This design comes from an exercise in tuning for small area on the open sky130 flow, not from production work. In this exercise RTL edits were held to simulation tests only and were not proved equivalent to the original. No driver is modelled on the clock port, so clocking that relies on it looks cheaper here than on a real chip.

**flow/run.sh**
```bash
#!/bin/bash
# The standard layout (standard.sh), with two changes: the port buffers are
# made from the smallest buffer cell, and the clock tree is built without
# dummy loads.
set -e
export BUFFER_PORTS_ARGS="-buffer_cell sky130_fd_sc_hd__buf_1"
export CTS_ARGS='-sink_clustering_enable -repair_clock_nets -dont_use_dummy_load'
bash standard.sh > standard.log 2>&1
```
**standard.sh**
```bash
#!/bin/bash
# synth_recipe.tcl (not shown) runs the flow's synth.tcl, then flattens the netlist and writes it again
# the make line also repeats each setting of config.mk as NAME=value (left out here)
make -C /OpenROAD-flow-scripts/flow DESIGN_CONFIG=/design/flow/config.mk WORK_HOME=/design/flow/orfs CLKGATE_MAP_FILE= SYNTH_SCRIPT=/design/flow/synth_recipe.tcl "${@:-finish}"
```
**config.mk**
```make
export PLATFORM = sky130hd
export DESIGN_NAME = pulse_oximeter
export DESIGN_NICKNAME = pulse_oximeter
export VERILOG_FILES = /design/flow/design.v
export SDC_FILE = /design/flow/constraint.sdc
export NUM_CORES = 4
export LEC_CHECK = 0
export CAP_MARGIN = 20
export CORE_MARGIN = 2
export CORE_UTILIZATION = 75
export PLACE_DENSITY = 0.8
export SLEW_MARGIN = 20
export SYNTH_HIERARCHICAL = 1
```
**constraint.sdc**
```tcl
create_clock -name core_clock -period 15.0 [get_ports {CLK}]
set_input_delay 3.0000 -clock core_clock [delete_from_list [all_inputs] [get_ports {CLK}]]
set_output_delay 3.0000 -clock core_clock [all_outputs]
set_load 0.01 [all_outputs]
```
**design.v**
```verilog
module FIR_MAC (
    input  [7:0] v0, v1, v2, v3, v4, y0, y1, y2, y3, y4, z0, z1, z2, z3,
    output [18:0] sum
);
    wire s1 = ~(v1[0] ^ v2[0]);
    wire c2 = v1[0] | v2[0];
    wire s3, c4;
    FIR_FA u5 (.a(v1[1]), .b(v2[1]), .c(c2), .s(s3), .co(c4));
    wire s6, c7;
    FIR_FA u8 (.a(v1[2]), .b(v2[2]), .c(c4), .s(s6), .co(c7));
    wire s9, c10;
    FIR_FA u11 (.a(v1[3]), .b(v2[3]), .c(c7), .s(s9), .co(c10));
    wire s12, c13;
    FIR_FA u14 (.a(v1[4]), .b(v2[4]), .c(c10), .s(s12), .co(c13));
    wire s15, c16;
    FIR_FA u17 (.a(v1[5]), .b(v2[5]), .c(c13), .s(s15), .co(c16));
    wire s18, c19;
    FIR_FA u20 (.a(v1[6]), .b(v2[6]), .c(c16), .s(s18), .co(c19));
    wire s21, c22;
    FIR_FA u23 (.a(v1[7]), .b(v2[7]), .c(c19), .s(s21), .co(c22));
    wire s24 = ~(v3[0] ^ z3[0]);
    wire c25 = v3[0] | z3[0];
    wire s26, c27;
    FIR_FA u28 (.a(v3[1]), .b(z3[1]), .c(c25), .s(s26), .co(c27));
    wire s29, c30;
    FIR_FA u31 (.a(v3[2]), .b(z3[2]), .c(c27), .s(s29), .co(c30));
    wire s32, c33;
    FIR_FA u34 (.a(v3[3]), .b(z3[3]), .c(c30), .s(s32), .co(c33));
    wire s35, c36;
    FIR_FA u37 (.a(v3[4]), .b(z3[4]), .c(c33), .s(s35), .co(c36));
    wire s38, c39;
    FIR_FA u40 (.a(v3[5]), .b(z3[5]), .c(c36), .s(s38), .co(c39));
    wire s41, c42;
    FIR_FA u43 (.a(v3[6]), .b(z3[6]), .c(c39), .s(s41), .co(c42));
    wire s44, c45;
    FIR_FA u46 (.a(v3[7]), .b(z3[7]), .c(c42), .s(s44), .co(c45));
    wire s47 = ~(v4[0] ^ y1[0]);
    wire c48 = v4[0] | y1[0];
    wire s49, c50;
    FIR_FA u51 (.a(v4[1]), .b(y1[1]), .c(c48), .s(s49), .co(c50));
    wire s52, c53;
    FIR_FA u54 (.a(v4[2]), .b(y1[2]), .c(c50), .s(s52), .co(c53));
    wire s55, c56;
    FIR_FA u57 (.a(v4[3]), .b(y1[3]), .c(c53), .s(s55), .co(c56));
    wire s58, c59;
    FIR_FA u60 (.a(v4[4]), .b(y1[4]), .c(c56), .s(s58), .co(c59));
    wire s61, c62;
    FIR_FA u63 (.a(v4[5]), .b(y1[5]), .c(c59), .s(s61), .co(c62));
    wire s64, c65;
    FIR_FA u66 (.a(v4[6]), .b(y1[6]), .c(c62), .s(s64), .co(c65));
    wire s67, c68;
    FIR_FA u69 (.a(v4[7]), .b(y1[7]), .c(c65), .s(s67), .co(c68));
    wire s70 = z1[0] ^ z2[0];
    wire c71 = z1[0] & z2[0];
    wire s72, c73;
    FIR_FA u74 (.a(z1[1]), .b(z2[1]), .c(c71), .s(s72), .co(c73));
    wire s75, c76;
    FIR_FA u77 (.a(z1[2]), .b(z2[2]), .c(c73), .s(s75), .co(c76));
    wire s78, c79;
    FIR_FA u80 (.a(z1[3]), .b(z2[3]), .c(c76), .s(s78), .co(c79));
    wire s81, c82;
    FIR_FA u83 (.a(z1[4]), .b(z2[4]), .c(c79), .s(s81), .co(c82));
    wire s84, c85;
    FIR_FA u86 (.a(z1[5]), .b(z2[5]), .c(c82), .s(s84), .co(c85));
    wire s87, c88;
    FIR_FA u89 (.a(z1[6]), .b(z2[6]), .c(c85), .s(s87), .co(c88));
    wire s90, c91;
    FIR_FA u92 (.a(z1[7]), .b(z2[7]), .c(c88), .s(s90), .co(c91));
    wire s93, c94;
    FIR_FA u95 (.a(~v1[0]), .b(z3[0]), .c(s70), .s(s93), .co(c94));
    wire s96, c97;
    FIR_FA u98 (.a(v0[0]), .b(v1[1]), .c(y0[0]), .s(s96), .co(c97));
    wire s99, c100;
    FIR_FA u101 (.a(y4[0]), .b(s1), .c(s96), .s(s99), .co(c100));
    wire s102, c103;
    FIR_FA u104 (.a(z3[1]), .b(s47), .c(s72), .s(s102), .co(c103));
    wire s105, c106;
    FIR_FA u107 (.a(c94), .b(~s99), .c(s102), .s(s105), .co(c106));
    wire s108, c109;
    FIR_FA u110 (.a(v0[1]), .b(v1[2]), .c(v2[0]), .s(s108), .co(c109));
    wire s111, c112;
    FIR_FA u113 (.a(y3[0]), .b(z3[2]), .c(s24), .s(s111), .co(c112));
    wire s114, c115;
    FIR_FA u116 (.a(y0[1]), .b(y4[1]), .c(c97), .s(s114), .co(c115));
    wire s117, c118;
    FIR_FA u119 (.a(s108), .b(s3), .c(c100), .s(s117), .co(c118));
    wire s120, c121;
    FIR_FA u122 (.a(s49), .b(s111), .c(s75), .s(s120), .co(c121));
    wire s123, c124;
    FIR_FA u125 (.a(c103), .b(s120), .c(c106), .s(s123), .co(c124));
    wire s126, c127;
    FIR_FA u128 (.a(s114), .b(s117), .c(~s123), .s(s126), .co(c127));
    wire s129, c130;
    FIR_FA u131 (.a(v0[2]), .b(v1[3]), .c(v2[1]), .s(s129), .co(c130));
    wire s132, c133;
    FIR_FA u134 (.a(v4[0]), .b(y3[1]), .c(z2[0]), .s(s132), .co(c133));
    wire s135, c136;
    FIR_FA u137 (.a(y0[2]), .b(y0[0]), .c(y4[2]), .s(s135), .co(c136));
    wire s138, c139;
    FIR_FA u140 (.a(c109), .b(s129), .c(s135), .s(s138), .co(c139));
    wire s141, c142;
    FIR_FA u143 (.a(z3[3]), .b(s132), .c(s26), .s(s141), .co(c142));
    wire s144, c145;
    FIR_FA u146 (.a(c115), .b(s138), .c(s6), .s(s144), .co(c145));
    wire s147, c148;
    FIR_FA u149 (.a(c112), .b(s52), .c(s141), .s(s147), .co(c148));
    wire s150, c151;
    FIR_FA u152 (.a(s78), .b(c121), .c(s147), .s(s150), .co(c151));
    wire s153, c154;
    FIR_FA u155 (.a(c118), .b(s144), .c(c127), .s(s153), .co(c154));
    wire s156, c157;
    FIR_FA u158 (.a(c124), .b(s150), .c(~s153), .s(s156), .co(c157));
    wire s159, c160;
    FIR_FA u161 (.a(v0[3]), .b(v1[4]), .c(v2[2]), .s(s159), .co(c160));
    wire s162, c163;
    FIR_FA u164 (.a(y0[3]), .b(y0[1]), .c(y1[0]), .s(s162), .co(c163));
    wire s165, c166;
    FIR_FA u167 (.a(v4[1]), .b(y3[2]), .c(z2[1]), .s(s165), .co(c166));
    wire s168, c169;
    FIR_FA u170 (.a(y4[3]), .b(z0[0]), .c(z3[0]), .s(s168), .co(c169));
    wire s171, c172;
    FIR_FA u173 (.a(c130), .b(c136), .c(s159), .s(s171), .co(c172));
    wire s174, c175;
    FIR_FA u176 (.a(z3[4]), .b(c133), .c(s165), .s(s174), .co(c175));
    wire s177, c178;
    FIR_FA u179 (.a(s162), .b(s168), .c(c139), .s(s177), .co(c178));
    wire s180, c181;
    FIR_FA u182 (.a(s174), .b(s29), .c(c142), .s(s180), .co(c181));
    wire s183, c184;
    FIR_FA u185 (.a(s171), .b(s177), .c(s9), .s(s183), .co(c184));
    wire s186, c187;
    FIR_FA u188 (.a(s55), .b(c148), .c(s180), .s(s186), .co(c187));
    wire s189, c190;
    FIR_FA u191 (.a(s81), .b(c151), .c(s186), .s(s189), .co(c190));
    wire s192, c193;
    FIR_FA u194 (.a(c145), .b(s183), .c(c154), .s(s192), .co(c193));
    wire s195, c196;
    FIR_FA u197 (.a(s189), .b(~s192), .c(c157), .s(s195), .co(c196));
    wire s198, c199;
    FIR_FA u200 (.a(v0[4]), .b(v1[5]), .c(v2[3]), .s(s198), .co(c199));
    wire s201, c202;
    FIR_FA u203 (.a(v2[0]), .b(v4[2]), .c(y3[3]), .s(s201), .co(c202));
    wire s204, c205;
    FIR_FA u206 (.a(y0[4]), .b(y0[2]), .c(y1[1]), .s(s204), .co(c205));
    wire s207, c208;
    FIR_FA u209 (.a(y4[4]), .b(z0[1]), .c(z3[1]), .s(s207), .co(c208));
    wire s210, c211;
    FIR_FA u212 (.a(z1[0]), .b(z2[2]), .c(z3[5]), .s(s210), .co(c211));
    wire s213, c214;
    FIR_FA u215 (.a(s24), .b(c160), .c(c163), .s(s213), .co(c214));
    wire s216, c217;
    FIR_FA u218 (.a(c169), .b(s198), .c(s204), .s(s216), .co(c217));
    wire s219, c220;
    FIR_FA u221 (.a(c166), .b(s201), .c(s210), .s(s219), .co(c220));
    wire s222, c223;
    FIR_FA u224 (.a(s207), .b(c172), .c(s213), .s(s222), .co(c223));
    wire s225, c226;
    FIR_FA u227 (.a(s216), .b(c178), .c(s222), .s(s225), .co(c226));
    wire s228, c229;
    FIR_FA u230 (.a(c175), .b(s219), .c(s32), .s(s228), .co(c229));
    wire s231, c232;
    FIR_FA u233 (.a(s225), .b(s12), .c(c184), .s(s231), .co(c232));
    wire s234, c235;
    FIR_FA u236 (.a(c181), .b(s58), .c(c187), .s(s234), .co(c235));
    wire s237, c238;
    FIR_FA u239 (.a(s228), .b(s84), .c(c190), .s(s237), .co(c238));
    wire s240, c241;
    FIR_FA u242 (.a(~s231), .b(s234), .c(s237), .s(s240), .co(c241));
    wire s243, c244;
    FIR_FA u245 (.a(~c193), .b(s240), .c(c196), .s(s243), .co(c244));
    wire s246, c247;
    FIR_FA u248 (.a(v0[5]), .b(v1[6]), .c(v2[4]), .s(s246), .co(c247));
    wire s249, c250;
    FIR_FA u251 (.a(v2[1]), .b(v4[3]), .c(y3[4]), .s(s249), .co(c250));
    wire s252, c253;
    FIR_FA u254 (.a(y0[5]), .b(y0[3]), .c(y1[2]), .s(s252), .co(c253));
    wire s255, c256;
    FIR_FA u257 (.a(y3[0]), .b(y4[5]), .c(z0[2]), .s(s255), .co(c256));
    wire s258, c259;
    FIR_FA u260 (.a(z1[1]), .b(z2[3]), .c(z3[6]), .s(s258), .co(c259));
    wire s261, c262;
    FIR_FA u263 (.a(z3[2]), .b(s47), .c(c199), .s(s261), .co(c262));
    wire s264, c265;
    FIR_FA u266 (.a(c202), .b(c211), .c(s249), .s(s264), .co(c265));
    wire s267, c268;
    FIR_FA u269 (.a(c205), .b(c208), .c(s246), .s(s267), .co(c268));
    wire s270, c271;
    FIR_FA u272 (.a(s252), .b(s255), .c(s26), .s(s270), .co(c271));
    wire s273, c274;
    FIR_FA u275 (.a(c214), .b(c217), .c(s261), .s(s273), .co(c274));
    wire s276, c277;
    FIR_FA u278 (.a(s258), .b(c220), .c(s264), .s(s276), .co(c277));
    wire s279, c280;
    FIR_FA u281 (.a(s267), .b(s270), .c(c223), .s(s279), .co(c280));
    wire s282, c283;
    FIR_FA u284 (.a(s273), .b(c226), .c(s279), .s(s282), .co(c283));
    wire s285, c286;
    FIR_FA u287 (.a(s276), .b(s35), .c(c229), .s(s285), .co(c286));
    wire s288, c289;
    FIR_FA u290 (.a(s282), .b(s15), .c(c232), .s(s288), .co(c289));
    wire s291, c292;
    FIR_FA u293 (.a(s61), .b(c235), .c(s285), .s(s291), .co(c292));
    wire s294, c295;
    FIR_FA u296 (.a(s87), .b(c238), .c(s291), .s(s294), .co(c295));
    wire s297, c298;
    FIR_FA u299 (.a(~s288), .b(s294), .c(c241), .s(s297), .co(c298));
    wire s300 = ~c244 ^ ~s297;
    wire c301 = ~c244 & ~s297;
    wire s302 = ~(v0[6] ^ v1[7]);
    wire c303 = v0[6] | v1[7];
    wire s304, c305;
    FIR_FA u306 (.a(v2[5]), .b(y0[6]), .c(y0[4]), .s(s304), .co(c305));
    wire s307, c308;
    FIR_FA u309 (.a(v2[2]), .b(v4[4]), .c(y3[5]), .s(s307), .co(c308));
    wire s310, c311;
    FIR_FA u312 (.a(y1[3]), .b(y2[0]), .c(y3[1]), .s(s310), .co(c311));
    wire s313, c314;
    FIR_FA u315 (.a(y4[6]), .b(z0[3]), .c(z3[3]), .s(s313), .co(c314));
    wire s316, c317;
    FIR_FA u318 (.a(z1[2]), .b(z2[4]), .c(z3[7]), .s(s316), .co(c317));
    wire s319, c320;
    FIR_FA u321 (.a(s1), .b(s70), .c(s302), .s(s319), .co(c320));
    wire s322, c323;
    FIR_FA u324 (.a(c247), .b(c253), .c(c256), .s(s322), .co(c323));
    wire s325, c326;
    FIR_FA u327 (.a(c250), .b(c259), .c(s307), .s(s325), .co(c326));
    wire s328, c329;
    FIR_FA u330 (.a(s304), .b(s310), .c(s313), .s(s328), .co(c329));
    wire s331, c332;
    FIR_FA u333 (.a(s49), .b(s319), .c(c262), .s(s331), .co(c332));
    wire s334, c335;
    FIR_FA u336 (.a(s316), .b(c265), .c(s325), .s(s334), .co(c335));
    wire s337, c338;
    FIR_FA u339 (.a(c268), .b(s322), .c(s328), .s(s337), .co(c338));
    wire s340, c341;
    FIR_FA u342 (.a(s29), .b(c271), .c(c274), .s(s340), .co(c341));
    wire s343, c344;
    FIR_FA u345 (.a(s331), .b(s337), .c(c280), .s(s343), .co(c344));
    wire s346, c347;
    FIR_FA u348 (.a(s340), .b(c283), .c(s343), .s(s346), .co(c347));
    wire s349, c350;
    FIR_FA u351 (.a(c277), .b(s334), .c(s38), .s(s349), .co(c350));
    wire s352, c353;
    FIR_FA u354 (.a(s346), .b(s18), .c(c289), .s(s352), .co(c353));
    wire s355, c356;
    FIR_FA u357 (.a(c286), .b(s64), .c(c292), .s(s355), .co(c356));
    wire s358, c359;
    FIR_FA u360 (.a(s349), .b(s90), .c(s355), .s(s358), .co(c359));
    wire s361, c362;
    FIR_FA u363 (.a(c295), .b(s358), .c(c298), .s(s361), .co(c362));
    wire s364, c365;
    FIR_FA u366 (.a(s352), .b(~s361), .c(c301), .s(s364), .co(c365));
    wire s367, c368;
    FIR_FA u369 (.a(v0[7]), .b(v2[6]), .c(v2[0]), .s(s367), .co(c368));
    wire s370, c371;
    FIR_FA u372 (.a(v3[0]), .b(y0[7]), .c(y0[5]), .s(s370), .co(c371));
    wire s373, c374;
    FIR_FA u375 (.a(v2[3]), .b(v4[5]), .c(y3[6]), .s(s373), .co(c374));
    wire s376, c377;
    FIR_FA u378 (.a(y1[4]), .b(y2[1]), .c(y3[2]), .s(s376), .co(c377));
    wire s379, c380;
    FIR_FA u381 (.a(y4[7]), .b(z0[4]), .c(z3[4]), .s(s379), .co(c380));
    wire s382, c383;
    FIR_FA u384 (.a(z1[3]), .b(z2[5]), .c(c308), .s(s382), .co(c383));
    wire s385, c386;
    FIR_FA u387 (.a(c303), .b(c305), .c(c311), .s(s385), .co(c386));
    wire s388, c389;
    FIR_FA u390 (.a(c314), .b(s367), .c(s370), .s(s388), .co(c389));
    wire s391, c392;
    FIR_FA u393 (.a(s376), .b(s379), .c(s3), .s(s391), .co(c392));
    wire s394, c395;
    FIR_FA u396 (.a(s72), .b(c320), .c(c323), .s(s394), .co(c395));
    wire s397, c398;
    FIR_FA u399 (.a(c317), .b(s373), .c(c326), .s(s397), .co(c398));
    wire s400, c401;
    FIR_FA u402 (.a(c329), .b(s385), .c(s388), .s(s400), .co(c401));
    wire s403, c404;
    FIR_FA u405 (.a(s52), .b(s391), .c(c332), .s(s403), .co(c404));
    wire s406, c407;
    FIR_FA u408 (.a(s382), .b(c335), .c(s397), .s(s406), .co(c407));
    wire s409, c410;
    FIR_FA u411 (.a(s394), .b(c338), .c(s400), .s(s409), .co(c410));
    wire s412, c413;
    FIR_FA u414 (.a(s32), .b(c341), .c(s403), .s(s412), .co(c413));
    wire s415, c416;
    FIR_FA u417 (.a(s409), .b(c344), .c(s412), .s(s415), .co(c416));
    wire s418, c419;
    FIR_FA u420 (.a(s406), .b(s41), .c(c350), .s(s418), .co(c419));
    wire s421, c422;
    FIR_FA u423 (.a(c347), .b(s415), .c(s21), .s(s421), .co(c422));
    wire s424, c425;
    FIR_FA u426 (.a(c91), .b(s67), .c(c356), .s(s424), .co(c425));
    wire s427, c428;
    FIR_FA u429 (.a(s418), .b(c359), .c(s424), .s(s427), .co(c428));
    wire s430, c431;
    FIR_FA u432 (.a(c353), .b(s421), .c(~s427), .s(s430), .co(c431));
    wire s433, c434;
    FIR_FA u435 (.a(~c362), .b(s430), .c(c365), .s(s433), .co(c434));
    wire s436, c437;
    FIR_FA u438 (.a(v2[7]), .b(v2[1]), .c(v3[1]), .s(s436), .co(c437));
    wire s439, c440;
    FIR_FA u441 (.a(v2[4]), .b(v4[6]), .c(y3[7]), .s(s439), .co(c440));
    wire s442, c443;
    FIR_FA u444 (.a(y0[6]), .b(y1[5]), .c(y2[2]), .s(s442), .co(c443));
    wire s445, c446;
    FIR_FA u447 (.a(y3[3]), .b(z0[5]), .c(z3[5]), .s(s445), .co(c446));
    wire s448, c449;
    FIR_FA u450 (.a(z1[4]), .b(z2[6]), .c(c374), .s(s448), .co(c449));
    wire s451, c452;
    FIR_FA u453 (.a(c368), .b(c371), .c(c377), .s(s451), .co(c452));
    wire s454, c455;
    FIR_FA u456 (.a(c380), .b(s436), .c(s442), .s(s454), .co(c455));
    wire s457, c458;
    FIR_FA u459 (.a(s445), .b(c386), .c(c389), .s(s457), .co(c458));
    wire s460, c461;
    FIR_FA u462 (.a(s439), .b(c383), .c(s448), .s(s460), .co(c461));
    wire s463, c464;
    FIR_FA u465 (.a(s451), .b(s454), .c(s6), .s(s463), .co(c464));
    wire s466, c467;
    FIR_FA u468 (.a(s75), .b(c392), .c(c395), .s(s466), .co(c467));
    wire s469, c470;
    FIR_FA u471 (.a(c401), .b(s457), .c(s55), .s(s469), .co(c470));
    wire s472, c473;
    FIR_FA u474 (.a(s463), .b(c404), .c(s466), .s(s472), .co(c473));
    wire s475, c476;
    FIR_FA u477 (.a(c398), .b(s460), .c(c407), .s(s475), .co(c476));
    wire s478, c479;
    FIR_FA u480 (.a(c410), .b(s35), .c(s469), .s(s478), .co(c479));
    wire s481, c482;
    FIR_FA u483 (.a(c413), .b(s472), .c(s478), .s(s481), .co(c482));
    wire s484, c485;
    FIR_FA u486 (.a(c416), .b(s481), .c(c22), .s(s484), .co(c485));
    wire s487, c488;
    FIR_FA u489 (.a(s475), .b(c68), .c(s44), .s(s487), .co(c488));
    wire s490, c491;
    FIR_FA u492 (.a(c419), .b(s487), .c(c425), .s(s490), .co(c491));
    wire s493, c494;
    FIR_FA u495 (.a(c422), .b(s484), .c(c431), .s(s493), .co(c494));
    wire s496, c497;
    FIR_FA u498 (.a(c428), .b(s490), .c(~s493), .s(s496), .co(c497));
    wire s499 = c434 ^ ~s496;
    wire c500 = c434 & ~s496;
    wire s501 = ~(~v2[5] ^ v2[2]);
    wire c502 = ~v2[5] | v2[2];
    wire s503, c504;
    FIR_FA u505 (.a(v3[2]), .b(y0[7]), .c(y1[6]), .s(s503), .co(c504));
    wire s506, c507;
    FIR_FA u508 (.a(v4[7]), .b(z1[5]), .c(z2[7]), .s(s506), .co(c507));
    wire s509, c510;
    FIR_FA u511 (.a(y2[3]), .b(y3[4]), .c(z0[6]), .s(s509), .co(c510));
    wire s512, c513;
    FIR_FA u514 (.a(z3[6]), .b(s501), .c(c437), .s(s512), .co(c513));
    wire s515, c516;
    FIR_FA u517 (.a(c443), .b(c446), .c(s503), .s(s515), .co(c516));
    wire s518, c519;
    FIR_FA u520 (.a(c440), .b(s506), .c(c449), .s(s518), .co(c519));
    wire s521, c522;
    FIR_FA u523 (.a(s509), .b(c452), .c(c455), .s(s521), .co(c522));
    wire s524, c525;
    FIR_FA u526 (.a(s512), .b(s515), .c(c458), .s(s524), .co(c525));
    wire s527, c528;
    FIR_FA u529 (.a(s521), .b(s9), .c(s78), .s(s527), .co(c528));
    wire s530, c531;
    FIR_FA u532 (.a(c464), .b(c467), .c(s524), .s(s530), .co(c531));
    wire s533, c534;
    FIR_FA u535 (.a(s58), .b(c470), .c(s527), .s(s533), .co(c534));
    wire s536, c537;
    FIR_FA u538 (.a(c461), .b(s518), .c(c476), .s(s536), .co(c537));
    wire s539, c540;
    FIR_FA u541 (.a(c473), .b(s530), .c(s38), .s(s539), .co(c540));
    wire s542, c543;
    FIR_FA u544 (.a(c479), .b(s533), .c(s539), .s(s542), .co(c543));
    wire s545, c546;
    FIR_FA u547 (.a(c482), .b(s542), .c(c485), .s(s545), .co(c546));
    wire s548, c549;
    FIR_FA u550 (.a(s536), .b(c45), .c(c488), .s(s548), .co(c549));
    wire s551, c552;
    FIR_FA u553 (.a(~s545), .b(s548), .c(c491), .s(s551), .co(c552));
    wire s554, c555;
    FIR_FA u556 (.a(s551), .b(~c494), .c(c497), .s(s554), .co(c555));
    wire s557 = c500 ^ ~s554;
    wire c558 = c500 & ~s554;
    wire s559 = ~(~v2[6] ^ v2[3]);
    wire c560 = ~v2[6] | v2[3];
    wire s561, c562;
    FIR_FA u563 (.a(v3[3]), .b(y1[7]), .c(y2[4]), .s(s561), .co(c562));
    wire s564, c565;
    FIR_FA u566 (.a(y3[5]), .b(z0[7]), .c(z3[7]), .s(s564), .co(c565));
    wire s567, c568;
    FIR_FA u569 (.a(c502), .b(s559), .c(c504), .s(s567), .co(c568));
    wire s570, c571;
    FIR_FA u572 (.a(c510), .b(s561), .c(s564), .s(s570), .co(c571));
    wire s573, c574;
    FIR_FA u575 (.a(c513), .b(c516), .c(s567), .s(s573), .co(c574));
    wire s576, c577;
    FIR_FA u578 (.a(z1[6]), .b(c507), .c(c519), .s(s576), .co(c577));
    wire s579, c580;
    FIR_FA u581 (.a(s570), .b(c522), .c(s573), .s(s579), .co(c580));
    wire s582, c583;
    FIR_FA u584 (.a(c525), .b(s579), .c(s12), .s(s582), .co(c583));
    wire s585, c586;
    FIR_FA u587 (.a(s81), .b(c528), .c(c531), .s(s585), .co(c586));
    wire s588, c589;
    FIR_FA u590 (.a(s61), .b(c534), .c(s582), .s(s588), .co(c589));
    wire s591, c592;
    FIR_FA u593 (.a(s585), .b(s41), .c(c540), .s(s591), .co(c592));
    wire s594, c595;
    FIR_FA u596 (.a(s588), .b(c543), .c(s591), .s(s594), .co(c595));
    wire s597, c598;
    FIR_FA u599 (.a(s576), .b(c537), .c(c549), .s(s597), .co(c598));
    wire s600, c601;
    FIR_FA u602 (.a(s594), .b(c546), .c(~s597), .s(s600), .co(c601));
    wire s603, c604;
    FIR_FA u605 (.a(c552), .b(~s600), .c(c555), .s(s603), .co(c604));
    wire s606 = c558 ^ ~s603;
    wire c607 = c558 & ~s603;
    wire s608 = ~(~v2[7] ^ v2[4]);
    wire c609 = ~v2[7] | v2[4];
    wire s610, c611;
    FIR_FA u612 (.a(v3[4]), .b(y2[5]), .c(y3[6]), .s(s610), .co(c611));
    wire s613, c614;
    FIR_FA u615 (.a(c560), .b(s608), .c(c562), .s(s613), .co(c614));
    wire s616, c617;
    FIR_FA u618 (.a(c565), .b(s610), .c(c568), .s(s616), .co(c617));
    wire s619, c620;
    FIR_FA u621 (.a(c571), .b(s613), .c(c574), .s(s619), .co(c620));
    wire s622, c623;
    FIR_FA u624 (.a(s616), .b(c580), .c(s619), .s(s622), .co(c623));
    wire s625, c626;
    FIR_FA u627 (.a(s622), .b(s15), .c(s84), .s(s625), .co(c626));
    wire s628, c629;
    FIR_FA u630 (.a(c583), .b(c586), .c(s64), .s(s628), .co(c629));
    wire s631, c632;
    FIR_FA u633 (.a(c589), .b(s625), .c(s44), .s(s631), .co(c632));
    wire s634, c635;
    FIR_FA u636 (.a(c592), .b(s628), .c(s631), .s(s634), .co(c635));
    wire s637, c638;
    FIR_FA u639 (.a(z1[7]), .b(c577), .c(~c595), .s(s637), .co(c638));
    wire s640, c641;
    FIR_FA u642 (.a(~s634), .b(s637), .c(c598), .s(s640), .co(c641));
    wire s643, c644;
    FIR_FA u645 (.a(~c601), .b(s640), .c(c604), .s(s643), .co(c644));
    wire s646 = c607 ^ ~s643;
    wire c647 = c607 & ~s643;
    wire s648, c649;
    FIR_FA u650 (.a(v2[5]), .b(v3[5]), .c(y2[6]), .s(s648), .co(c649));
    wire s651, c652;
    FIR_FA u653 (.a(y3[7]), .b(c609), .c(c611), .s(s651), .co(c652));
    wire s654, c655;
    FIR_FA u656 (.a(s648), .b(c614), .c(s651), .s(s654), .co(c655));
    wire s657, c658;
    FIR_FA u659 (.a(c617), .b(s654), .c(c620), .s(s657), .co(c658));
    wire s660, c661;
    FIR_FA u662 (.a(c623), .b(s657), .c(s18), .s(s660), .co(c661));
    wire s663, c664;
    FIR_FA u665 (.a(s87), .b(c626), .c(c45), .s(s663), .co(c664));
    wire s666, c667;
    FIR_FA u668 (.a(s67), .b(c629), .c(s660), .s(s666), .co(c667));
    wire s669, c670;
    FIR_FA u671 (.a(c632), .b(s663), .c(s666), .s(s669), .co(c670));
    wire s672, c673;
    FIR_FA u674 (.a(c635), .b(~c638), .c(s669), .s(s672), .co(c673));
    wire s675, c676;
    FIR_FA u677 (.a(~s672), .b(c641), .c(c644), .s(s675), .co(c676));
    wire s678 = c647 ^ ~s675;
    wire c679 = c647 & ~s675;
    wire s680, c681;
    FIR_FA u682 (.a(v2[6]), .b(v3[6]), .c(y2[7]), .s(s680), .co(c681));
    wire s683, c684;
    FIR_FA u685 (.a(c649), .b(s680), .c(c652), .s(s683), .co(c684));
    wire s686, c687;
    FIR_FA u688 (.a(c655), .b(s683), .c(c658), .s(s686), .co(c687));
    wire s689, c690;
    FIR_FA u691 (.a(s686), .b(c68), .c(s21), .s(s689), .co(c690));
    wire s692, c693;
    FIR_FA u694 (.a(s90), .b(c661), .c(c664), .s(s692), .co(c693));
    wire s695, c696;
    FIR_FA u697 (.a(s689), .b(c667), .c(s692), .s(s695), .co(c696));
    wire s698, c699;
    FIR_FA u700 (.a(c670), .b(s695), .c(c673), .s(s698), .co(c699));
    wire s701, c702;
    FIR_FA u703 (.a(s698), .b(~c676), .c(c679), .s(s701), .co(c702));
    wire s704 = ~(v2[7] ^ v3[7]);
    wire c705 = v2[7] | v3[7];
    wire s706, c707;
    FIR_FA u708 (.a(s704), .b(c681), .c(c684), .s(s706), .co(c707));
    wire s709, c710;
    FIR_FA u711 (.a(s706), .b(c687), .c(c22), .s(s709), .co(c710));
    wire s712, c713;
    FIR_FA u714 (.a(c91), .b(c690), .c(s709), .s(s712), .co(c713));
    wire s715, c716;
    FIR_FA u717 (.a(c693), .b(s712), .c(c696), .s(s715), .co(c716));
    wire s718, c719;
    FIR_FA u720 (.a(s715), .b(c699), .c(c702), .s(s718), .co(c719));
    wire s721 = ~(c705 ^ c707);
    wire c722 = c705 | c707;
    wire s723, c724;
    FIR_FA u725 (.a(s721), .b(c710), .c(c713), .s(s723), .co(c724));
    wire s726, c727;
    FIR_FA u728 (.a(s723), .b(c716), .c(c719), .s(s726), .co(c727));
    wire s729 = ~(c722 ^ c724);
    wire c730 = c722 | c724;
    wire s731 = c727 ^ s729;
    wire c732 = c727 & s729;
    wire s733 = ~(c730 ^ c732);
    wire c734 = c730 | c732;
    assign sum = {s733, s731, s726, s718, s701, s678, s646, s606, s557, s499, s433, s364, s300, ~s243, ~s195, ~s156, s126, ~s105, ~s93};
endmodule
module FIR_FA (input a, input b, input c, output s, output co);
    assign s  = a ^ b ^ c;
    assign co = (a & b) | (c & (a ^ b));
endmodule
module pulse_oximeter (
    input             CLK,
    input             rst_n,
    input             Find_Setting,
    input      [7:0]  V_ADC,
    output reg [6:0]  DC_Comp,
    output reg [3:0]  PGA_Gain,
    output reg        LED_IR,
    output reg        LED_RED,
    output reg [19:0] Out_IR,
    output reg [19:0] Out_RED
);
    wire       clk = CLK;
    wire [7:0] Vppg = V_ADC;
    reg        clk_filter;
    wire       en = !clk_filter;
    localparam S0 = 4'b0110,
               S1 = 4'b0000, S9 = 4'b0001, S2 = 4'b0010, S3 = 4'b0011,
               S4 = 4'b0100, S8 = 4'b0101,
               S5 = 4'b1000, S11 = 4'b1001, S6 = 4'b1010, S7 = 4'b1011,
               S10 = 4'b1101;
    reg [3:0] State;
    reg [8:0] cnt;
    reg [6:0] Oth_DC;
    reg [3:0] Oth_Gain;
    wire ir_on = State[3];
    wire [2:0] step = State[2:0];
    wire run  = (step == 3'b101);
    wire half = ir_on;
    wire clip = ir_on ? ((Vppg < 8'd21) | (Vppg > 8'd250))
                      : ((Vppg < 8'd4)  | (Vppg > 8'd250));
    wire low  = Vppg < 8'd150;
    wire [8:0] cnt_next = {cnt[7:0], ~(cnt[8] ^ cnt[4])};
    wire c2   = cnt[1];                      
    wire c4   = cnt[3];                      
    wire c475 = (cnt == 9'b110100001);
    wire q0   = ~cnt[0];                     
    wire qodd = (cnt[0] & ~cnt[1]) | (cnt[2] & ~cnt[3]);    
    wire q023 = ~cnt[0] | (cnt[1] & ~cnt[3]);               
    wire clip_end = (step == 3'b011) & clip;    
    wire toggle   = run & c4;                   
    wire swap     = (clip_end & ir_on) | toggle;
    wire cap_red  = (clip_end & ir_on) | (toggle & ir_on);
    wire cap_ir   = toggle & ~ir_on;
    always @(*) begin
        LED_IR  = ir_on;
        LED_RED = ~ir_on & (step != 3'b110) & ((step != 3'b000) | cnt[0]);
    end
    always @(posedge clk) begin
        if (!rst_n) clk_filter <= 1'b0;
        else        clk_filter <= !clk_filter;
    end
    always @(posedge clk) begin
        if (clip_end | toggle) begin
            Oth_DC   <= DC_Comp;
            Oth_Gain <= PGA_Gain;
        end
    end
    always @(posedge clk) begin
        if (!rst_n) begin
            State    <= S0;
            cnt      <= 9'd0;
            DC_Comp  <= 7'd0;
            PGA_Gain <= 4'd0;
        end else begin
            if (swap) begin
                DC_Comp  <= Oth_DC;
                PGA_Gain <= Oth_Gain;
            end
            case (step)
            3'b110: begin
                if (Find_Setting) State <= S1;
            end
            3'b000: begin
                PGA_Gain <= 4'd0;
                if (c2) State <= {ir_on, 3'b001};
                else cnt <= cnt_next;
            end
            3'b001: begin
                DC_Comp <= DC_Comp + 7'd1;
                if (low) State <= {ir_on, 3'b010};
            end
            3'b010: begin
                PGA_Gain <= PGA_Gain + 4'd1;
                cnt      <= 9'd0;
                State    <= {ir_on, 3'b011};
            end
            3'b011: begin
                if (clip) begin
                    cnt   <= 9'd0;
                    State <= ir_on ? S8 : S4;
                end else if (c475) State <= {ir_on, 3'b010};
                else cnt <= cnt_next;
            end
            3'b100: begin
                DC_Comp <= 7'd0;
                State   <= S5;
            end
            default: begin  
                if (c4) begin
                    cnt   <= 9'd0;
                    State <= {~ir_on, 3'b101};
                end else cnt <= cnt_next;
            end
            endcase
        end
    end
    reg [7:0] P0, P1, P2, P3, P4;
    reg [7:0] Q0, Q1, Q2, Q3, Q4;
    reg [7:0] V5;
    wire cap   = cap_red | cap_ir;
    wire shift = cap | !run;
    always @(posedge clk) begin
        Q0 <= P0; Q1 <= P1; Q2 <= P2; Q3 <= P3; Q4 <= P4;
        if (shift) begin
            P0 <= cap ? Vppg : 8'd0;
            P1 <= Q0; P2 <= Q1; P3 <= Q2; P4 <= Q3;
            V5 <= Q4;
        end else begin
            P0 <= Q0; P1 <= Q1; P2 <= Q2; P3 <= Q3; P4 <= Q4;
        end
    end
    wire ch_red = run & ~(qodd ^ half);
    wire rev    = qodd;
    wire fwd_on = run & ~rev, rev_on = run & rev;
    wire [7:0] v0 = ({8{fwd_on}} & P0) | ({8{rev_on}} & P4);
    wire [7:0] v1 = ({8{fwd_on}} & P1) | ({8{rev_on}} & P3);
    wire [7:0] v2 = {8{run}} & P2;
    wire [7:0] v3 = ({8{fwd_on}} & P3) | ({8{rev_on}} & P1);
    wire [7:0] v4 = ({8{fwd_on}} & P4) | ({8{rev_on}} & P0);
    wire [7:0] v5 = {8{run}} & V5;
    wire sel1 = q0;      
    wire sel2 = q023;    
    wire [7:0] y0 = sel1 ? v1 : v0;
    wire [7:0] y1 = sel1 ? v2 : v1;
    wire [7:0] y2 = sel1 ? v3 : v2;
    wire [7:0] y3 = sel1 ? v4 : v3;
    wire [7:0] y4 = sel1 ? v5 : v4;
    wire [7:0] z0 = sel2 ? v1 : v0;
    wire [7:0] z1 = sel2 ? v2 : v1;
    wire [7:0] z2 = sel2 ? v3 : v2;
    wire [7:0] z3 = sel2 ? v4 : v3;
    wire [18:0] mac;
    FIR_MAC u_mac (
        .v0(v0), .v1(v1), .v2(v2), .v3(v3), .v4(v4),
        .y0(y0), .y1(y1), .y2(y2), .y3(y3), .y4(y4),
        .z0(z0), .z1(z1), .z2(z2), .z3(z3),
        .sum(mac)
    );
    reg [18:0] A;
    always @(posedge clk) A <= mac;
    always @(posedge clk) begin
        if (!rst_n) begin
            Out_IR  <= 0;
            Out_RED <= 0;
        end else if (en) begin
            Out_RED <= (ch_red | !run) ? mac : A;
            Out_IR  <= ch_red ? A : mac;
        end
    end
endmodule
```
==> results of run 1 <==
## cell type report
cell class	count	area [sq um]	area share (%)
flip-flops and latches	181	3815	28.06
inverters	78	292.8	2.153
well taps	225	281.5	2.070
multi-input cells	896	8462	62.23
clock buffers	17	425.4	3.129
repair buffers	73	320.3	2.356
## worst reg2reg max path, delay by kind of cell, from the launching register on
family | cells | cell delay, ps
adders and majority gates | 22 | 8620
and+or+nand+nor | 5 | 1260
buffers and inverters | 6 | 710
xor gates and xnor gates | 1 | 190
AOI/OAI and AO/OA | 2 | 790
DFF | 1 | 320
muxes | 1 | 280
## sequential cells by signal (all words and copies together), names as in the netlist
register and cells:
Q0 8, Q3 8, cnt 9, V5 8
P2 8, A 19, Out_IR 19, State 4
Out_RED 19, Oth_Gain 4, Q1 8, P4 8
Q2 8, P3 8, clk_filter 1, P1 8
Oth_DC 7, DC_Comp 7, Q4 8, P0 8
PGA_Gain 4
## cells by family (layout without fill, tap and decap cells)
kind of cell | count (synthesis) | count (layout) | synth area share [%]
flops | 181 | 181 | 29.42
fa+ha+maj | 252 | 252 | 37.76
simple gates | 378 | 378 | 12.83
buf+inv | 153 | 168 | 5.454
compound gates | 186 | 186 | 8.186
mux | 71 | 71 | 5.840
other cells | 1 | 2 | 0.02893
xor+xnor | 7 | 7 | 0.4730
## cells in the final DEF (no fill, tap or decap), types with 3 or more instances in the layout
master,count
nor3_1,9
fa_1,232
nor4b_1,3
and2_1,39
buf_1,60
edfxtp_1,19
xnor2_1,5
a21oi_1,50
o21ai_0,71
o21ai_1,23
a31oi_1,3
mux2i_1,37
inv_1,78
nor2_1,15
a22o_1,12
a22oi_1,4
nand2_1,267
clkbuf_16,17
o21a_1,4
buf_4,12
nand2b_1,6
dfxtp_1,161
nor2b_1,7
ha_1,20
nand3_1,11
mux2_2,33
## per-module statistics from Yosys (local to each module, per instance)
module          flip-flops and latches  cell area [sq um]  copies in the design  cells inside
pulse_oximeter                     181               7734                     1           899
FIR_FA                               0              20.02                   232             1
FIR_MAC                              0              583.1                     1            98
## per-layer routing
layer	GRT usage (%)	up-vias
li1	-	3966
met3	10.18	84
met1	45.61	4428
met2	60.83	377
met4	14.70	0
met5	0	-
## worst min path at each step
stage | end | cells past startpoint | start | slack [ps]
3_5_place_dp | Q2[6] | 0 | P2[6] | 340
3_3_place_gp | Q2[4] | 0 | P2[4] | 340
2_1_floorplan | Q2[0] | 0 | P2[0] | 330
5_1_grt | Q2[4] | 0 | P2[4] | 360
6_report | Q2[1] | 0 | P2[1] | 350
4_1_cts | Q2[4] | 0 | P2[4] | 350
==> flow_summary.yaml, run 1 <==
worst_setup_path:
  cp.required_ps: 15310
  critPathBufInv: 6
  crit_cells: 37
  crit_family: "adder cells"
  reg2reg_from: "cnt[0]"
  startpoint_type: "register"
  reg2reg_slack_ps: 2730
  crit_top_cell: "fa_1"
  crit_start: "cnt[0]"
  endpoint: "Out_RED[18]"
  max_stage_delay_ps: 590
  r2r_cells: 37
  r2r-end: "Out_RED[18]"
  endpoint_kind: "register"
  cp_max_fo: 55
  crit_type: "reg -> reg"
  critPathSlowestCell: "a21oi_1"
  crit_arrival_ps: 12580
sta:
  fmax_mhz: 81.47
  maxSlewViolCount: 0
  hold_ws_ps: 349.6
  worstMarginPinSlew_ps: 1037
  setup_violations: 0
  finalCriticalPeriod_ps: 12270
  setup_slack_ps: 2726
  setup_tns_ps: 0
  rsz0062_at_grt: "no"
  post-route-period-util_pct: 81.83
  finalHoldViolations: 0
  slew_headroom_pct: 30.84
  finalClockSkew_ps: 32.08
placement:
  port_buffers: 61
  pre_cts_slack_ps: 2932
  dp.cells: 1453
  place_area_sq_um: 13170
  dp_hpwl_mm: 24.35
  gp_congestion: 0.9763
hold_path:
  hold_class: "reg -> reg"
floorplanning:
  die_w_um: 135.5
  die-area_sq_um: 18350
  start_util_pct: 75.72
  num_rows: 48
  ios: 64
  die_y_um: 135.5
  coreArea_sq_um: 17120
clocking:
  clock_latency_ps: 440
  htree_levels: 4
  cts_hold_buf: 0
  tritoncts: "done"
  clkSinkCount: 181
  clock_path_buffers: 2
  clockRootBuffer: "clkbuf_16"
  postCtsSetupBuffers: 0
  clk_pin_slew_ps: 70
  cts_resized: 0
  cts_buffers: 17
synthesis:
  synth_seq_cells: 181
  yosysTopAreaCell: "fa_1"
  yosysMostFrequentCell: "nand2_1"
  synth_cell_types: 57
  syn_inst: 1229
  yosysSeqAreaShare_pct: 29.42
  syn_area_per_cell_sq_um: 10.55
  synth-async-reset-ratio_pct: 0
  synth_edf_count: 19
  synth_ff_type: "dfxtp_1"
  yosysWarnings: 7
  syn_area_sq_um: 12960
  synth_top_cell_area_share_pct: 35.83
  ys_top_cells_by_count: "nand2_1 (267), fa_1 (232), dfxtp_1 (162)"
  synth_area_leaders: "fa_1 (36%), dfxtp_1 (25%), nand2_1 (7.7%)"
detailed_routing:
  first_pass_iters: 8
  route.detailed.drc: 0
  wl_met1_mm: 11.72
  antenna_left: 0
  routed_wl_mm: 31.05
  wl_met2_mm: 15.49
  dr_wl_met3_mm: 2.625
  vias: 8855
  viasPerCell: 6.024
  top_layer: "met4"
  drt_iter0_drc: 811
  wl_per_cell_um: 21.12
global_routing:
  antenna_found_initial: 0
  gr-usage-all-layers_pct: 36.51
  grt_pass1_vias: 9205
  grt_start_max_net_pins: 78
  grt_overflow: 0
  grt_pass1_wl_mm: 49.38
finish:
  stdcell_count: 1470
  antenna_cells: 0
  fillCellCount: 1105
  nets: 1510
  drive_gt1_share_pct: 5.944
  fin_util_pct: 79.44
  stdcell_area_sq_um: 13600
  area_growth_pct: 4.904
job:
  cap_viol_max_count: 0
outcome:
  status: "no timing/DRC/antenna violations"
==> inputs of run 2 (changes only) <==
--- a/design.v
+++ b/design.v
@@ -636,9 +636,8 @@
     wire rev    = qodd;
-    wire fwd_on = run & ~rev, rev_on = run & rev;
-    wire [7:0] v0 = ({8{fwd_on}} & P0) | ({8{rev_on}} & P4);
-    wire [7:0] v1 = ({8{fwd_on}} & P1) | ({8{rev_on}} & P3);
-    wire [7:0] v2 = {8{run}} & P2;
-    wire [7:0] v3 = ({8{fwd_on}} & P3) | ({8{rev_on}} & P1);
-    wire [7:0] v4 = ({8{fwd_on}} & P4) | ({8{rev_on}} & P0);
-    wire [7:0] v5 = {8{run}} & V5;
+    wire [7:0] v0 = rev ? P4 : P0;
+    wire [7:0] v1 = rev ? P3 : P1;
+    wire [7:0] v2 = P2;
+    wire [7:0] v3 = rev ? P1 : P3;
+    wire [7:0] v4 = rev ? P0 : P4;
+    wire [7:0] v5 = V5;
     wire sel1 = q0;      
@@ -667,4 +666,4 @@
             Out_RED <= 0;
-        end else if (en) begin
-            Out_RED <= (ch_red | !run) ? mac : A;
+        end else if (en & run) begin
+            Out_RED <= ch_red ? mac : A;
             Out_IR  <= ch_red ? A : mac;
==> run 2 against run 1 <==
  * Cell count fell by 11%
  * Routed wire length shrank 7.6%
  * Maximum frequency is 3.7% higher
  * Setup slack gained 440 ps
  * Sequential share of layout area is 0.26 points higher
  * Synthesized cell count decreased by 13%
  * Count of clock-buffer cells in the layout is the same
  * Critical path depth is the same
  * Die area fell by 0.96%
  * Register-to-register slack improved by 440 ps
  * Critical path type unchanged
  * Largest cell class unchanged
==> flow_summary.yaml, run 2 <==
outcome:
  status: "no timing/DRC/antenna violations"
hold_path:
  hold_class: "reg -> reg"
  min_path_cells: 0
  min-delay-start: "P3[6]"
  min_to: "Q3[6]"
sta:
  maxSlewViolCount: 0
  hold_ws_ps: 359.6
  fmax_mhz: 84.51
  finalClockSkew_ps: 21.33
  rsz0062_at_grt: "no"
  worstMarginPinSlew_ps: 1052
  finalHoldViolations: 0
  setup_tns_ps: 0
  post-route-period-util_pct: 78.89
  setup_slack_ps: 3167
  setup_violations: 0
  slew_headroom_pct: 29.54
  finalCriticalPeriod_ps: 11830
worst_setup_path:
  reg2reg_slack_ps: 3170
  r2r-end: "Out_IR[18]"
  startpoint_type: "register"
  crit_arrival_ps: 12150
  max_stage_delay_ps: 540
  crit_family: "adder cells"
  cp.required_ps: 15320
  crit_top_cell: "fa_1"
  cp_max_fo: 33
  critPathSlowestCell: "fa_1"
  r2r_cells: 37
  reg2reg_from: "cnt[3]"
  crit_start: "cnt[3]"
  crit_type: "reg -> reg"
  critPathBufInv: 8
  endpoint_kind: "register"
floorplanning:
  start_util_pct: 77.11
  coreArea_sq_um: 16640
  ios: 64
  die_w_um: 134.8
  num_rows: 47
  die-area_sq_um: 18170
  die_y_um: 134.8
synthesis:
  yosysTopAreaCell: "fa_1"
  synth_edf_count: 19
  yosysWarnings: 7
  yosysSeqAreaShare_pct: 29.72
  synth_mux_area_share_pct: 11.58
  synth_top_cell_area_share_pct: 36.19
  synth_top_family_by_area: "adder cells"
  synth_xor_area_share_pct: 0.6143
  syn_area_sq_um: 12830
  synthAdderAreaFrac_pct: 38.14
  syn_inst: 1069
  syn_area_per_cell_sq_um: 12.00
  synth_ff_type: "dfxtp_1"
  synth_cell_types: 69
  synth-compound-area-share_pct: 8.600
  synth-async-reset-ratio_pct: 0
  ys_top_cells_by_count: "fa_1 (232), dfxtp_1 (162), inv_1 (105)"
  synth_area_leaders: "fa_1 (36%), dfxtp_1 (25%), mux2i_1 (7.5%)"
  yosysMostFrequentCell: "fa_1"
  yosys.area_share.simple_pct: 5.236
  synth_seq_cells: 181
detailed_routing:
  antenna_left: 0
  wl_per_cell_um: 21.93
  drt_iter0_drc: 518
  vias: 8076
  viasPerCell: 6.174
  route.detailed.drc: 0
  routed_wl_mm: 28.68
  first_pass_iters: 7
global_routing:
  grt_pass1_wl_mm: 45.53
  gr-usage-all-layers_pct: 33.72
  grt_overflow: 0
  antenna_found_initial: 0
  grt_pass1_vias: 8520
  grt_start_max_net_pins: 77
finish:
  nets: 1353
  fillCellCount: 1029
  layout_commonest_cell: "fa_1"
  stdcell_area_sq_um: 13470
  drive_gt1_share_pct: 7.813
  final_cell_mix: "fa_1 (232), dfxtp_1 (161), inv_1 (105)"
  area_growth_pct: 4.973
  antenna_cells: 0
  top_regs: "A (19), Out_IR (19), Out_RED (19)"
placement:
  place_area_sq_um: 13050
  pre_cts_slack_ps: 3188
  dp_hpwl_mm: 22.63
  port_buffers: 61
  gp_congestion: 0.9946
clocking:
  clock_latency_ps: 430
  cts_hold_buf: 0
  cts_buffers: 17
  htree_levels: 4
  postCtsSetupBuffers: 0
  clk_pin_slew_ps: 80
  clkSinkCount: 181
  clockRootBuffer: "clkbuf_16"
  cts_resized: 0
  clock_path_buffers: 2
  tritoncts: "done"
job:
  cap_viol_max_count: 0
run 2: cell type report:
cell class                      count  area [sq um]  area share, %
Clock buffer                       17         425.4          3.158
Inverter                          107         401.6          2.982
Multi-Input combinational cell    716          8279          61.46
Sequential cell                   181          3815          28.32
Tap cell                          220         275.3          2.043
Timing Repair Buffer               67         274.0          2.034
run 2: per-module statistics from Yosys (local to each module, per instance):
module,cell area (sq um),flip-flops and latches,copies in the design,cells inside
FIR_MAC,583.1,0,1,98
FIR_FA,20.02,0,232,1
pulse_oximeter,7605,181,1,739
run 2: worst max path at each step:
| stage | endpoint | slack [ps] | cells after the start |
|---|---|---|---|
| after global placement | Out_IR[18] | 3600 | 37 |
| after detailed placement | Out_IR[18] | 3190 | 37 |
| after global routing | Out_IR[18] | 2610 | 37 |
| after CTS | Out_IR[18] | 3150 | 37 |
| final | Out_IR[18] | 3170 | 37 |
| after floorplan | Out_IR[18] | 4030 | 39 |
run 2: logic make-up (layout without fill, tap and decap cells):
kind of cell,count (synthesis),after routing
AOI/OAI and AO/OA,160,160
xor gates and xnor gates,9,9
adders and majority gates,252,252
buffers and inverters,173,191
DFF,181,181
muxes,141,141
other,1,2
and+or+nand+nor,152,152
run 2: routing by layer:
| layer | up-vias | part of all wire [%] | track usage, % |
|---|---|---|---|
| li1 | 3603 | - | - |
| met1 | 4022 | 41 | 45.57 |
| met2 | 364 | 48 | 54.15 |
| met3 | 87 | 6.7 | 7.095 |
| met4 | 0 | 4.3 | 13.68 |
| met5 | - | 0 | 0 |
run 2: worst register-to-register path, delay by kind of cell (launching register included):
kind                       cells  cell delay (ps)
AOI/OAI and AO/OA              3              740
xor gates and xnor gates       1              230
adders and majority gates     22             8710
buffers and inverters          8             1120
DFF                            1              520
muxes                          2              370
and+or+nand+nor                1               50
run 2: stage by stage:
stage / utilization, % / instances
global route: 80.94 / 1308
detailed placement: 78.39 / 1291
floorplan: - / 1070
finish: 80.94 / 1308
global placement: 78.39 / 1291
CTS: 80.94 / 1308
==> inputs of run 3 (changes only) <==
==> flow/run.sh (replaced) <==
#!/bin/bash
# The standard layout (standard.sh), with these changes: the port buffers are
# made from the smallest buffer cell; the clock tree's sink buffers are
# clkbuf_8 (below a clkbuf_16 root), without dummy loads; and after clock
# tree synthesis, fix_clk.tcl replaces the clkbuf_8 that drive flip-flops
# with too high a clock slew by clkbuf_16.
set -e
export BUFFER_PORTS_ARGS="-buffer_cell sky130_fd_sc_hd__buf_1"
export CTS_ARGS='-sink_clustering_enable -repair_clock_nets -root_buf sky130_fd_sc_hd__clkbuf_16 -buf_list {sky130_fd_sc_hd__clkbuf_8} -sink_buffer_max_cap_derate 0.3 -dont_use_dummy_load'
bash standard.sh cts > standard_cts.log 2>&1
RES=$PWD/orfs/results/sky130hd/pulse_oximeter/base CLK_SLEW_PS=90 \
  openroad -no_init -exit flow/fix_clk.tcl > fix_clk.log 2>&1
bash standard.sh > standard.log 2>&1
==> flow/fix_clk.tcl (new file) <==
# After clock tree synthesis: every clkbuf_8 of the clock tree that drives a
# flip-flop clock pin whose slew (with placement-estimated parasitics) is
# over the threshold is replaced by a clkbuf_16, and placement is legalised.
set res $::env(RES)
read_liberty $::env(FLOW_HOME)/platforms/sky130hd/lib/sky130_fd_sc_hd__tt_025C_1v80.lib
read_db $res/4_cts.odb
read_sdc $res/4_cts.sdc
source $::env(FLOW_HOME)/platforms/sky130hd/setRC.tcl
estimate_parasitics -placement
set th_ps $::env(CLK_SLEW_PS)
set fix {}
foreach pin [all_registers -clock_pins -edge_triggered] {
  set worst 0
  foreach edge {rise fall} {
    foreach analysis {min max} {
      set s [sta::time_ui_sta [get_property $pin slew_${analysis}_$edge]]
      set worst [expr {max($worst, $s * 1e12)}]
    }
  }
  if {$worst > $th_ps} {
    set net [get_nets -of_objects $pin]
    foreach d [get_pins -of_objects $net -filter "direction==output"] {
      set inst [get_cells -of_objects $d]
      if {[get_property $inst ref_name] eq "sky130_fd_sc_hd__clkbuf_8"} {
        dict set fix [get_full_name $inst] 1
      }
    }
  }
}
foreach name [dict keys $fix] {
  puts "upsize $name"
  replace_cell [get_cells $name] sky130_fd_sc_hd__clkbuf_16
}
puts "upsized [dict size $fix] clock buffers"
detailed_placement
check_placement -verbose
write_db $res/4_cts.odb
--- a/config.mk
+++ b/config.mk
@@ -9,4 +9,4 @@
 export CORE_MARGIN = 2
-export CORE_UTILIZATION = 75
-export PLACE_DENSITY = 0.8
+export CORE_UTILIZATION = 85
+export PLACE_DENSITY = 0.9
 export SLEW_MARGIN = 20
==> run 3 against run 2 <==
  * Critical path depth is the same
  * Routed wire length rose by 28%
  * Design area decreased by 1.4%
==> flow_summary.yaml, run 3 <==
floorplanning:
  die_y_um: 126.9
  start_util_pct: 87.63
  coreArea_sq_um: 14640
  num_rows: 44
  die_w_um: 126.9
  die-area_sq_um: 16100
  ios: 64
placement:
  gp_congestion: 1.031
  dp_hpwl_mm: 24.71
  port_buffers: 61
  place_area_sq_um: 13000
  pre_cts_slack_ps: 3044
finish:
  layout_commonest_cell: "fa_1"
  fillCellCount: 549
  stdcell_area_sq_um: 13290
  drive_gt1_share_pct: 7.897
  final_cell_mix: "fa_1 (232), dfxtp_1 (161), inv_1 (105)"
  antenna_cells: 0
  top_regs: "A (19), Out_IR (19), Out_RED (19)"
  area_growth_pct: 3.539
  nets: 1354
global_routing:
  gr-max-usage-layer: "met2"
  grt_pass1_wl_mm: 56.35
  grt_start_max_net_pins: 77
  grt_overflow: 0
  antenna_found_initial: 1
  grt_pass1_vias: 9646
  gr-usage-all-layers_pct: 48.45
  use_met2_pct: 74.00
  met1_usage_pct: 57.65
  use_met3_pct: 17.08
hold_path:
  min_path_cells: 0
  hold_class: "reg -> reg"
sta:
  finalClockSkew_ps: 26.94
  post-route-period-util_pct: 82.72
  hold_ws_ps: 371.1
  finalCriticalPeriod_ps: 12410
  finalHoldViolations: 0
  slew_headroom_pct: 33.38
  setup_slack_ps: 2592
  maxSlewViolCount: 0
  rsz0062_at_grt: "no"
  setup_tns_ps: 0
  setup_violations: 0
  worstMarginPinSlew_ps: 971.5
  fmax_mhz: 80.59
clocking:
  postCtsSetupBuffers: 0
  cts_hold_buf: 0
  clock_path_buffers: 2
  clockRootBuffer: "clkbuf_16"
  clock_latency_ps: 410
  htree_levels: 4
  tritoncts: "done"
  clkSinkCount: 181
  cts_buffers: 17
  cts_resized: 0
  clk_pin_slew_ps: 70
synthesis:
  syn_area_sq_um: 12830
  syn_inst: 1069
  synth_edf_count: 19
  ys_top_cells_by_count: "fa_1 (232), dfxtp_1 (162), inv_1 (105)"
  synth_ff_type: "dfxtp_1"
  syn_area_per_cell_sq_um: 12.00
  synth_top_cell_area_share_pct: 36.19
  yosysSeqAreaShare_pct: 29.72
  synth_seq_cells: 181
  yosysTopAreaCell: "fa_1"
  yosysMostFrequentCell: "fa_1"
  synth-async-reset-ratio_pct: 0
  synth_area_leaders: "fa_1 (36%), dfxtp_1 (25%), mux2i_1 (7.5%)"
  synth_cell_types: 69
  yosysWarnings: 7
worst_setup_path:
  max_stage_delay_ps: 530
  critPathSlowestCell: "dfxtp_1"
  endpoint_kind: "register"
  crit_top_cell: "fa_1"
  cp.required_ps: 15290
  crit_type: "reg -> reg"
  startpoint_type: "register"
  cp_max_fo: 33
  crit_arrival_ps: 12700
  r2r_cells: 37
detailed_routing:
  routed_wl_mm: 36.67
  antenna_left: 0
  first_pass_iters: 8
  vias: 9168
  wl_per_cell_um: 28.81
  route.detailed.drc: 0
  drt_iter0_drc: 1065
  viasPerCell: 7.202
outcome:
  status: "no timing/DRC/antenna violations"
job:
  cap_viol_max_count: 0
run 3: cell counts after synthesis:
No cell type changed its count.
run 3: area by class of cell:
class	instances	area (sq um)	area share [%]
Timing Repair Buffer	68	281.5	2.119
Tap cell	184	230.2	1.733
Clock buffer	17	279.0	2.100
Multi-Input combinational cell	716	8279	62.31
Sequential cell	181	3815	28.71
Inverter	107	401.6	3.023
run 3: critical path, delay by kind of cell, from the launching register on:
kind / cells / cell delay (ps)
adder cells (fa/ha/maj): 22 / 8790
buffers and inverters: 8 / 1280
AO/OA/AOI/OAI: 3 / 880
flip-flops: 1 / 530
multiplexers: 2 / 410
XOR/XNOR: 1 / 280
AND/OR/NAND/NOR: 1 / 120
run 3: logic make-up (layout without fill, tap and decap cells):
| kind of cell | count (synthesis) | count (layout) | synth area share (%) |
|---|---|---|---|
| fa+ha+maj | 252 | 252 | 38.14 |
| other cells | 1 | 2 | 0.02922 |
| compound gates | 160 | 160 | 8.600 |
| mux | 141 | 141 | 11.58 |
| xor+xnor | 9 | 9 | 0.6142 |
| buf+inv | 173 | 192 | 6.075 |
| simple gates | 152 | 152 | 5.236 |
| flops | 181 | 181 | 29.72 |
run 3: modules after synthesis (local to each module, per instance):
module,cells,area [sq um],times used
pulse_oximeter,739,7605,1
FIR_MAC,98,583.1,1
FIR_FA,1,20.02,232
run 3: metal layers:
| metal | part of all wire (%) | up-vias |
|---|---|---|
| li1 | - | 3606 |
| met1 | 33 | 4443 |
| met2 | 46 | 827 |
| met3 | 12 | 292 |
| met4 | 9.4 | 0 |
| met5 | 0 | - |
run 3: per-stage QoR:
stage	std cells	utilization, %
floorplan	1070	-
global placement	1255	88.77
detailed placement	1255	88.77
CTS	1272	90.45
global route	1273	90.73
finish	1273	90.73
run 3: final timing paths:
path                      end    from  slack, ps
setup / recovery  Out_RED[18]  cnt[3]       2590
hold / removal          Q4[7]   P4[7]        370
setup reg to reg  Out_RED[18]  cnt[3]       2590
hold reg to reg         Q4[7]   P4[7]        370
==> inputs of run 4 (changes only) <==
--- a/config.mk
+++ b/config.mk
@@ -9,4 +9,4 @@
 export CORE_MARGIN = 2
-export CORE_UTILIZATION = 85
-export PLACE_DENSITY = 0.9
+export CORE_UTILIZATION = 75
+export PLACE_DENSITY = 0.8
 export SLEW_MARGIN = 20
==> run 4 against run 3 <==
  * Global-route usage decreased by 15 points
  * Sequential cell count stayed put
  * Die area increased by 13%
  * Worst hold slack got worse by 6.6 ps
  * Sequential share of layout area down 0.057 points
  * Maximum frequency is 5.1% higher
  * Utilization shrank 11 points
  * Critical path type unchanged
  * Clock skew decreased by 5.1 ps
==> flow_summary.yaml, run 4 <==
worst_setup_path:
  crit_arrival_ps: 12090
  r2r_cells: 37
  r2r-end: "Out_IR[18]"
  cp.required_ps: 15280
  reg2reg_from: "cnt[3]"
  critPathBufInv: 8
  reg2reg_slack_ps: 3190
  crit_type: "reg -> reg"
  startpoint_type: "register"
  max_stage_delay_ps: 540
  crit_family: "adder cells"
  endpoint_kind: "register"
  cp_max_fo: 33
  crit_top_cell: "fa_1"
  critPathSlowestCell: "fa_1"
sta:
  post-route-period-util_pct: 78.73
  fmax_mhz: 84.68
  rsz0062_at_grt: "no"
  setup_tns_ps: 0
  slew_headroom_pct: 27.72
  finalHoldViolations: 0
  maxSlewViolCount: 0
  finalClockSkew_ps: 21.86
  worstMarginPinSlew_ps: 1079
  setup_violations: 0
  finalCriticalPeriod_ps: 11810
finish:
  top_regs: "A (19), Out_IR (19), Out_RED (19)"
  nets: 1353
  area_growth_pct: 3.744
  final_cell_mix: "fa_1 (232), dfxtp_1 (161), inv_1 (105)"
  fillCellCount: 1060
  stdcell_count: 1308
  antenna_cells: 0
  drive_gt1_share_pct: 7.813
  stdcell_area_sq_um: 13310
  layout_commonest_cell: "fa_1"
  fin_util_pct: 79.99
hold_path:
  min-delay-start: "P4[7]"
  min_path_cells: 0
  hold_class: "reg -> reg"
  min_to: "Q4[7]"
synthesis:
  ys_top_cells_by_count: "fa_1 (232), dfxtp_1 (162), inv_1 (105)"
  yosysMostFrequentCell: "fa_1"
  synth_cell_types: 69
  synth_area_leaders: "fa_1 (36%), dfxtp_1 (25%), mux2i_1 (7.5%)"
  yosysWarnings: 7
  synth_edf_count: 19
  syn_area_per_cell_sq_um: 12.00
  syn_area_sq_um: 12830
  syn_inst: 1069
  yosysTopAreaCell: "fa_1"
  synth-async-reset-ratio_pct: 0
  synth_seq_cells: 181
  yosysSeqAreaShare_pct: 29.72
  synth_ff_type: "dfxtp_1"
  synth_top_cell_area_share_pct: 36.19
global_routing:
  grt_overflow: 0
  gr-usage-all-layers_pct: 33.70
  antenna_found_initial: 0
  grt_start_max_net_pins: 77
  grt_pass1_wl_mm: 45.47
  grt_pass1_vias: 8536
detailed_routing:
  viasPerCell: 6.115
  wl_per_cell_um: 21.76
  routed_wl_mm: 28.47
  first_pass_iters: 6
  vias: 7998
  route.detailed.drc: 0
  drt_iter0_drc: 545
  antenna_left: 0
clocking:
  cts_resized: 0
  clk_pin_slew_ps: 70
  tritoncts: "done"
  clock_latency_ps: 390
  clockRootBuffer: "clkbuf_16"
  cts_hold_buf: 0
  htree_levels: 4
  cts_buffers: 17
  clkSinkCount: 181
  clock_path_buffers: 2
  postCtsSetupBuffers: 0
floorplanning:
  die-area_sq_um: 18170
  coreArea_sq_um: 16640
  num_rows: 47
  start_util_pct: 77.11
  die_w_um: 134.8
  die_y_um: 134.8
  ios: 64
placement:
  gp_congestion: 0.9946
  place_area_sq_um: 13050
  port_buffers: 61
  dp.cells: 1291
  dp_hpwl_mm: 22.63
outcome:
  status: "no timing/DRC/antenna violations"
job:
  cap_viol_max_count: 0
==> run 4: worst max path at each step <==
stage               startpoint    endpoint  slack, ps  cells after the start
finish                  cnt[3]  Out_IR[18]       3190                     37
global route            cnt[3]  Out_IR[18]       2610                     37
CTS                     cnt[3]  Out_IR[18]       3150                     37
detailed placement      cnt[3]  Out_IR[18]       3190                     37
global placement        cnt[3]  Out_IR[18]       3600                     37
floorplan               cnt[3]  Out_IR[18]       4030                     39
==> run 4: cells by family after synthesis <==
family,after synthesis,share of synthesized area (%)
other,1,0.02922
flip-flops,181,29.72
multiplexers,141,11.58
XOR/XNOR,9,0.6142
adder cells (fa/ha/maj),252,38.14
buffers and inverters,173,6.075
AO/OA/AOI/OAI,160,8.600
AND/OR/NAND/NOR,152,5.236
==> run 4: modules after synthesis (local to each module, per instance) <==
module,flops+latches,cell area (sq um)
FIR_FA,0,20.02
FIR_MAC,0,583.1
pulse_oximeter,181,7605
==> run 4: metal layers <==
layer  vias up  part of all wire (%)  GRT usage (%)
met5         -                     0              0
li1       3586                     -              -
met4         0                   3.8          13.45
met3        76                   6.8          7.470
met1      4003                    41          45.13
met2       333                    49          54.37
==> run 4: stage by stage <==
stage          hold WS, ps  worst slack, ps
2_1_floorplan        350.0             4031
3_3_place_gp         355.3             3601
3_5_place_dp         355.8             3188
4_1_cts              346.8             3148
5_1_grt              366.7             2607
6_report             364.5             3190
==> run 4: cell type report <==
type                    instances  area [sq um]  share of cell area (%)
clock buffers                  17         267.8                   2.011
inverters                     107         401.6                   3.017
multi-input cells             716          8279                   62.19
flip-flops and latches        181          3815                   28.66
well taps                     220         275.3                   2.068
repair buffers                 67         274.0                   2.058

-- re-timing with driven ports --
Ports are ideal in the flow. The routed layouts listed here were re-timed in OpenROAD.
Step 1, drivers: a clkbuf_16 drives CLK and a buf_2 each remaining input, both assumed.
Step 2 times the ports against the registers' clock, not the clock port: input delays grow and output delays shrink by t, the midpoint of the rising clock arrivals with the driver on.
Three values: no drivers, after step 1, after step 2; two values: the first two.
| run | t (ns) | slack for setup (ns) | worst setup path at the end | worst register clock-pin slew, ns |
|---|---|---|---|---|
| run 1 | 0.467 | 2.726 / 2.726 / 2.726 | register to register | 0.08 / 0.08 |
| run 2 | 0.470 | 3.167 / 3.167 / 3.167 | register to register | 0.08 / 0.08 |
| run 3 | 0.442 | 2.592 / 2.592 / 2.592 | register to register | 0.10 / 0.10 |
| run 4 | 0.426 | 3.190 / 3.190 / 3.190 | register to register | 0.09 / 0.09 |
After both steps every run listed still meets setup and hold.
